Context: an optimization exercise on an open-source flow, tuned for small area, a short achievable clock period and few clock cycles. The choices shown serve that exercise and are no tape-out recipe.
RTL that was checked went through simulation tests only; none was proved equivalent to the original.
The clock port is modelled as an ideal driver, which makes a skipped or thinned clock tree look cheaper than it is; a real chip needs a root buffer or a tree.
Power is estimated from default activity; no workload was simulated.

==> flow/design.v <==
`timescale 1ns / 1ps
module bridge(
input clk,arvalid,res_n,
input [1:0]arburst,
input [3:0]arlen,
input [4:0]araddr,
output arready,
output reg [15:0]rdata,
output rresp,rlast,
input rready,
output rvalid,
output reg [2:0]PADDR,
input [15:0]PRDATA,
output PWRITE,PENABLE,PSEL1,PSEL2,PSEL3,PSEL4,
input PREADY
    );
    reg        empty;        
    reg [1:0]  sel;
    reg [2:0]  addr;         
    reg        incr;
    reg [3:0]  cnt;          
    reg        setup;        
    reg        enable;       
    reg [3:0]  psel;
    reg        tlast;        
    reg        valid;
    reg        rlast_q;
    reg        skid;
    reg [15:0] sdata;
    reg        slast;
    wire done   = enable & PREADY;              
    wire accept = arvalid & empty;
    wire idle   = ~setup & ~enable;
    wire issue  = ~empty & ((idle & (~skid | rready)) |
                            (done & (~valid | (~skid & rready))));
    always @(posedge clk, negedge res_n)
      if (!res_n) begin
        empty  <= 1'b1;
        setup  <= 1'b0;
        enable <= 1'b0;
        psel   <= 4'd0;
        valid  <= 1'b0;
        skid   <= 1'b0;
      end else begin
        if (accept)
          empty <= 1'b0;
        else if (issue && cnt == 4'd0)
          empty <= 1'b1;
        setup  <= issue;
        enable <= setup | (enable & ~PREADY);
        if (issue)
          psel <= 4'd1 << sel;
        else if (done)
          psel <= 4'd0;
        valid <= skid | done | (valid & ~rready);
        skid  <= (skid | (done & valid)) & ~rready;
      end
    always @(posedge clk) begin
      if (accept) begin
        sel  <= araddr[4:3];
        addr <= araddr[2:0];
        incr <= (arburst == 2'b01);
        cnt  <= arlen;
      end else if (setup) begin
        if (incr)
          addr <= addr + 3'd1;
        cnt <= cnt - 4'd1;
      end
      if (~setup & ~(enable & ~PREADY)) begin
        PADDR <= addr;
        tlast <= (cnt == 4'd0);
      end
      if (~valid | rready) begin
        rdata   <= skid ? sdata : PRDATA;
        rlast_q <= skid ? slast : tlast;
      end
      if (~skid) begin
        sdata <= PRDATA;
        slast <= tlast;
      end
    end
    assign arready = empty;
    assign PSEL1 = psel[0];
    assign PSEL2 = psel[1];
    assign PSEL3 = psel[2];
    assign PSEL4 = psel[3];
    assign PENABLE = enable;
    assign PWRITE = 1'b0;
    assign rvalid = valid;
    assign rresp = valid;
    assign rlast = rlast_q;
endmodule
export LEC_CHECK = 0
export CAP_MARGIN = 20
export CORE_MARGIN = 2
export CORE_UTILIZATION = 40
export PLACE_DENSITY = 0.6
export SETUP_SLACK_MARGIN = 3.3
export SLEW_MARGIN = 20
create_clock -name core_clock -period 5.0 [get_ports {clk}]
standard.sh (not shown) runs the stock make flow with config.mk's settings and CLKGATE_MAP_FILE= SYNTH_SCRIPT=/design/flow/synth_recipe.tcl, a recipe that flattens the netlist after the stock synthesis.
==> flow/flow/run.sh <==
#!/bin/bash
set -euo pipefail
export BUFFER_PORTS_ARGS="-buffer_cell sky130_fd_sc_hd__buf_1"
export PRE_CTS_TCL="$PWD/flow/manclk.tcl"
bash standard.sh finish > flow_standard.log 2>&1
==> flow/flow/manclk.tcl <==
# Clock distribution in place of the CTS H-tree: the clock port drives
# nbuf clock buffers, each driving the register clock pins of one vertical
# slice of the core, placed at that slice's centroid.
proc man_clock {bufmaster nbuf} {
  set db [ord::get_db]
  set block [ord::get_db_block]
  set clknet [$block findNet clk]
  set master [$db findMaster $bufmaster]
  set sinks {}
  foreach it [$clknet getITerms] {
    set loc [[$it getInst] getLocation]
    lappend sinks [list [lindex $loc 0] [lindex $loc 1] $it]
  }
  set sinks [lsort -integer -index 0 $sinks]
  set n [llength $sinks]
  for {set b 0} {$b < $nbuf} {incr b} {
    set lo [expr {$b * $n / $nbuf}]
    set hi [expr {($b + 1) * $n / $nbuf - 1}]
    set inst [odb::dbInst_create $block $master clkbuf_root_$b]
    set net [odb::dbNet_create $block clknet_root_$b]
    $net setSigType CLOCK
    set sx 0; set sy 0; set k 0
    foreach s [lrange $sinks $lo $hi] {
      set it [lindex $s 2]
      set sx [expr {$sx + [lindex $s 0]}]; set sy [expr {$sy + [lindex $s 1]}]; incr k
      $it disconnect
      $it connect $net
    }
    [$inst findITerm A] connect $clknet
    [$inst findITerm X] connect $net
    $inst setLocation [expr {$sx / $k}] [expr {$sy / $k}]
    $inst setPlacementStatus PLACED
    puts "man_clock: $k sinks on clknet_root_$b"
  }
}

# Sourced by ORFS's cts.tcl just before its clock_tree_synthesis call:
# replace that call with the distribution above.
rename clock_tree_synthesis orfs_clock_tree_synthesis
proc clock_tree_synthesis {args} {
  man_clock sky130_fd_sc_hd__clkbuf_8 4
}
Testbench counts at the start, summed over its fixed seeds: cycles 7,350.
Edit:
==> flow/design.v (replaced) <==
`timescale 1ns / 1ps
module bridge(
input clk,arvalid,res_n,
input [1:0]arburst,
input [3:0]arlen,
input [4:0]araddr,
output arready,
output reg [15:0]rdata,
output rresp,rlast,
input rready,
output rvalid,
output reg [2:0]PADDR,
input [15:0]PRDATA,
output PWRITE,PENABLE,PSEL1,PSEL2,PSEL3,PSEL4,
input PREADY
    );
    reg        full;         
    reg        ready;        
    reg [1:0]  sel;
    reg [2:0]  addr;         
    reg        incr;
    reg [3:0]  cnt;          
    reg        setup;        
    reg        enable;       
    reg [3:0]  psel;
    reg        tlast;        
    reg        valid;
    reg        rv;           
    reg        rlast_q;
    reg        skid;
    reg [15:0] sdata;
    reg        slast;
    wire done   = enable & PREADY;              
    wire empty  = ~full;
    wire accept = arvalid & ready;
    wire idle   = ~setup & ~enable;
    wire issue  = full & ((idle & (~skid | rready)) |
                            (done & (~valid | (~skid & rready))));
    always @(posedge clk, negedge res_n)
      if (!res_n) begin
        full   <= 1'b0;
        ready  <= 1'b0;
        setup  <= 1'b0;
        enable <= 1'b0;
        psel   <= 4'd0;
        valid  <= 1'b0;
        rv     <= 1'b0;
        skid   <= 1'b0;
      end else begin
        if (accept) begin
          full  <= 1'b1;
          ready <= 1'b0;
        end else if (issue && cnt == 4'd0) begin
          full  <= 1'b0;
          ready <= 1'b1;
        end else
          ready <= ~full;
        setup  <= issue;
        enable <= setup | (enable & ~PREADY);
        psel <= ({4{issue}} & (4'd1 << sel)) | (psel & {4{~done}});
        valid <= skid | done | (valid & ~rready);
        rv    <= skid | done | (rv & ~rready);
        skid  <= (skid | (done & valid)) & ~rready;
      end
    always @(posedge clk) begin
      if (empty) begin
        sel  <= araddr[4:3];
        addr <= araddr[2:0];
        incr <= (arburst == 2'b01);
        cnt  <= arlen;
      end else if (setup) begin
        if (incr)
          addr <= addr + 3'd1;
        cnt <= cnt - 4'd1;
      end
      if (~enable | PREADY) begin
        PADDR <= addr;
        tlast <= (cnt == 4'd0);
      end
      if (~valid | rready) begin
        rdata   <= skid ? sdata : PRDATA;
        rlast_q <= skid ? slast : tlast;
      end
      if (~skid) begin
        sdata <= PRDATA;
        slast <= tlast;
      end
    end
    assign arready = ready;
    assign PSEL1 = psel[0];
    assign PSEL2 = psel[1];
    assign PSEL3 = psel[2];
    assign PSEL4 = psel[3];
    assign PENABLE = enable;
    assign PWRITE = 1'b0;
    assign rvalid = rv;
    assign rresp = rv;
    assign rlast = rlast_q;
endmodule
=>
- synthesized cell count climbs by 0.71%
- setup slack gets better by 120 ps
- synthesized area went up by 1.9%
- core utilization came out lower by 1.8 points
- clock power stays flat
Only the layout flow was run in the second run of this note; the RTL was not checked for function there. No run of this note takes its clock network from TritonCTS; it comes from the design's own scripts or RTL.

Setup of rev 12:
Another version of the RTL of bridge (not shown whole).
For scale: ~140 cells after synthesis, ~57 flip-flops.
==> module bridge, before the edit <==
module bridge(
input clk,arvalid,res_n,
input [1:0]arburst,
input [3:0]arlen,
input [4:0]araddr,
output arready,
output reg [15:0]rdata,
output rresp,rlast,
input rready,
output rvalid,
output reg [2:0]PADDR,
input [15:0]PRDATA,
output PWRITE,PENABLE,PSEL1,PSEL2,PSEL3,PSEL4,
input PREADY
    );
    reg        full;         
    reg [1:0]  sel;
    reg [2:0]  addr;         
    reg        incr;
    reg [3:0]  cnt;          
    reg        setup;        
    reg        enable;       
    reg [3:0]  psel;
    reg        tlast;        
    reg        valid;
    reg        rlast_q;
    reg        skid;
    reg [15:0] sdata;
    reg        slast;
    wire done   = enable & PREADY;              
    wire empty  = ~full;
    wire accept = arvalid & empty;
    wire idle   = ~setup & ~enable;
    wire issue  = full & ((idle & (~skid | rready)) |
                            (done & (~valid | (~skid & rready))));
    always @(posedge clk, negedge res_n)
      if (!res_n) begin
        full   <= 1'b0;
        setup  <= 1'b0;
        enable <= 1'b0;
        psel   <= 4'd0;
        valid  <= 1'b0;
        skid   <= 1'b0;
      end else begin
        if (accept)
          full <= 1'b1;
        else if (issue && cnt == 4'd0)
          full <= 1'b0;
        setup  <= issue;
        enable <= setup | (enable & ~PREADY);
        if (issue)
          psel <= 4'd1 << sel;
        else if (done)
          psel <= 4'd0;
        valid <= skid | done | (valid & ~rready);
        skid  <= (skid | (done & valid)) & ~rready;
      end
    always @(posedge clk) begin
      if (empty) begin
        sel  <= araddr[4:3];
        addr <= araddr[2:0];
        incr <= (arburst == 2'b01);
        cnt  <= arlen;
      end else if (setup) begin
        if (incr)
          addr <= addr + 3'd1;
        cnt <= cnt - 4'd1;
      end
      if (~setup & ~(enable & ~PREADY)) begin
        PADDR <= addr;
        tlast <= (cnt == 4'd0);
      end
      if (~valid | rready) begin
        rdata   <= skid ? sdata : PRDATA;
        rlast_q <= skid ? slast : tlast;
      end
      if (~skid) begin
        sdata <= PRDATA;
        slast <= tlast;
      end
    end
    assign arready = empty;
    assign PSEL1 = psel[0];
    assign PSEL2 = psel[1];
    assign PSEL3 = psel[2];
    assign PSEL4 = psel[3];
    assign PENABLE = enable;
    assign PWRITE = 1'b0;
    assign rvalid = valid;
    assign rresp = valid;
    assign rlast = rlast_q;
endmodule
Settings: LEC_CHECK=0, CAP_MARGIN=20, CORE_MARGIN=2, CORE_UTILIZATION=40, PLACE_DENSITY=0.6, SETUP_SLACK_MARGIN=3.1, SLEW_MARGIN=20; clock period 5.0 ns.
Scripts as last shown in full above: flow/flow/run.sh, flow/flow/manclk.tcl
--- input diff rev 12..rev 13 ---
diff --git a/flow/design.v b/flow/design.v
--- a/flow/design.v
+++ b/flow/design.v
@@ -14,7 +14,7 @@
 output PWRITE,PENABLE,PSEL1,PSEL2,PSEL3,PSEL4,
 input PREADY
     );
-    reg        full;         
+    reg        empty;        
     reg [1:0]  sel;
     reg [2:0]  addr;         
     reg        incr;
@@ -29,14 +29,13 @@
     reg [15:0] sdata;
     reg        slast;
     wire done   = enable & PREADY;              
-    wire empty  = ~full;
     wire accept = arvalid & empty;
     wire idle   = ~setup & ~enable;
-    wire issue  = full & ((idle & (~skid | rready)) |
+    wire issue  = ~empty & ((idle & (~skid | rready)) |
                             (done & (~valid | (~skid & rready))));
     always @(posedge clk, negedge res_n)
       if (!res_n) begin
-        full   <= 1'b0;
+        empty  <= 1'b1;
         setup  <= 1'b0;
         enable <= 1'b0;
         psel   <= 4'd0;
@@ -44,9 +43,9 @@
         skid   <= 1'b0;
       end else begin
         if (accept)
-          full <= 1'b1;
+          empty <= 1'b0;
         else if (issue && cnt == 4'd0)
-          full <= 1'b0;
+          empty <= 1'b1;
         setup  <= issue;
         enable <= setup | (enable & ~PREADY);
         if (issue)
@@ -57,7 +56,7 @@
         skid  <= (skid | (done & valid)) & ~rready;
       end
     always @(posedge clk) begin
-      if (empty) begin
+      if (accept) begin
         sel  <= araddr[4:3];
         addr <= araddr[2:0];
         incr <= (arburst == 2'b01);
### Flow results
Going from rev 12 to rev 13, synthesized cell count now sits higher; sequential cell area fraction in the yosys report now smaller; share of the core filled with cells shows a reduction of 0.37 points; global routing usage on met2 rose 0.53 points.
Critical-path cell with the highest stage delay: sky130_fd_sc_hd__dfrtp_2 -> rev 12, sky130_fd_sc_hd__dfrtp_1 -> rev 13
Higher cell count was reported by rev 13, not rev 12.
Changes observed in rev 13 relative to rev 12: number of fillers in the final layout fell by 4.7%; final period demand of the worst path moved down; post-CTS resize count lower.
On worst setup margin: rev 13 sits above rev 12.
Taking rev 13 over rev 12, the via count of the first global-routing pass ratio works out to 1.07.
Between rev 12 and rev 13, the synthesized area does not differ in any meaningful way.
[rev 13] total power fell 1.4% relative to rev 12
Path length in cells of the critical path ends up lower on rev 13.
Diff rev 13..rev 12 | largest stage delay on the critical path | negligible
Testbench counts of rev 13, summed over its fixed seeds: cycles 7,350.
No functional check of the RTL was part of rev 12. In every run of this note, the design's own scripts or RTL, not TritonCTS, make the clock network.

## separate check: timing with driven ports
Ports are ideal in the flow. The routed layouts listed here were re-timed in OpenROAD.
Step 1 sets driving cells, clkbuf_16 on the clock port and buf_2 on the other inputs (assumed; they add their load-dependent delay and slew).
Step 2 moves the port delays by t, midway between the first and last clock arrival at a register: inputs arrive t later, outputs are due t later. That takes back most of the time a late clock gives input paths.
Slacks: ideal / step 1 / step 2; pairs: ideal / step 1.
| run | t, ns | setup WS [ns] | worst setup path after step 2 | latest minus earliest clock arrival (ns) |
|---|---|---|---|---|
| the first run of note 1 | 0.192 | 3.155 / 3.106 / 3.135 | input to register | 0.007 / 0.006 |
| the second run of note 1 | 0.194 | 3.273 / 3.224 / 3.114 | input to register | 0.010 / 0.010 |
| rev 12 | 0.192 | 3.126 / 3.077 / 3.072 | input to register | 0.006 / 0.006 |
| rev 13 | 0.193 | 3.166 / 3.115 / 3.098 | input to register | 0.009 / 0.009 |
After both steps setup and hold are still met in every run listed. For the second run of note 1, which loses most, drivers alone change the setup slack by -0.049 ns; drivers and shift together by -0.159 ns.
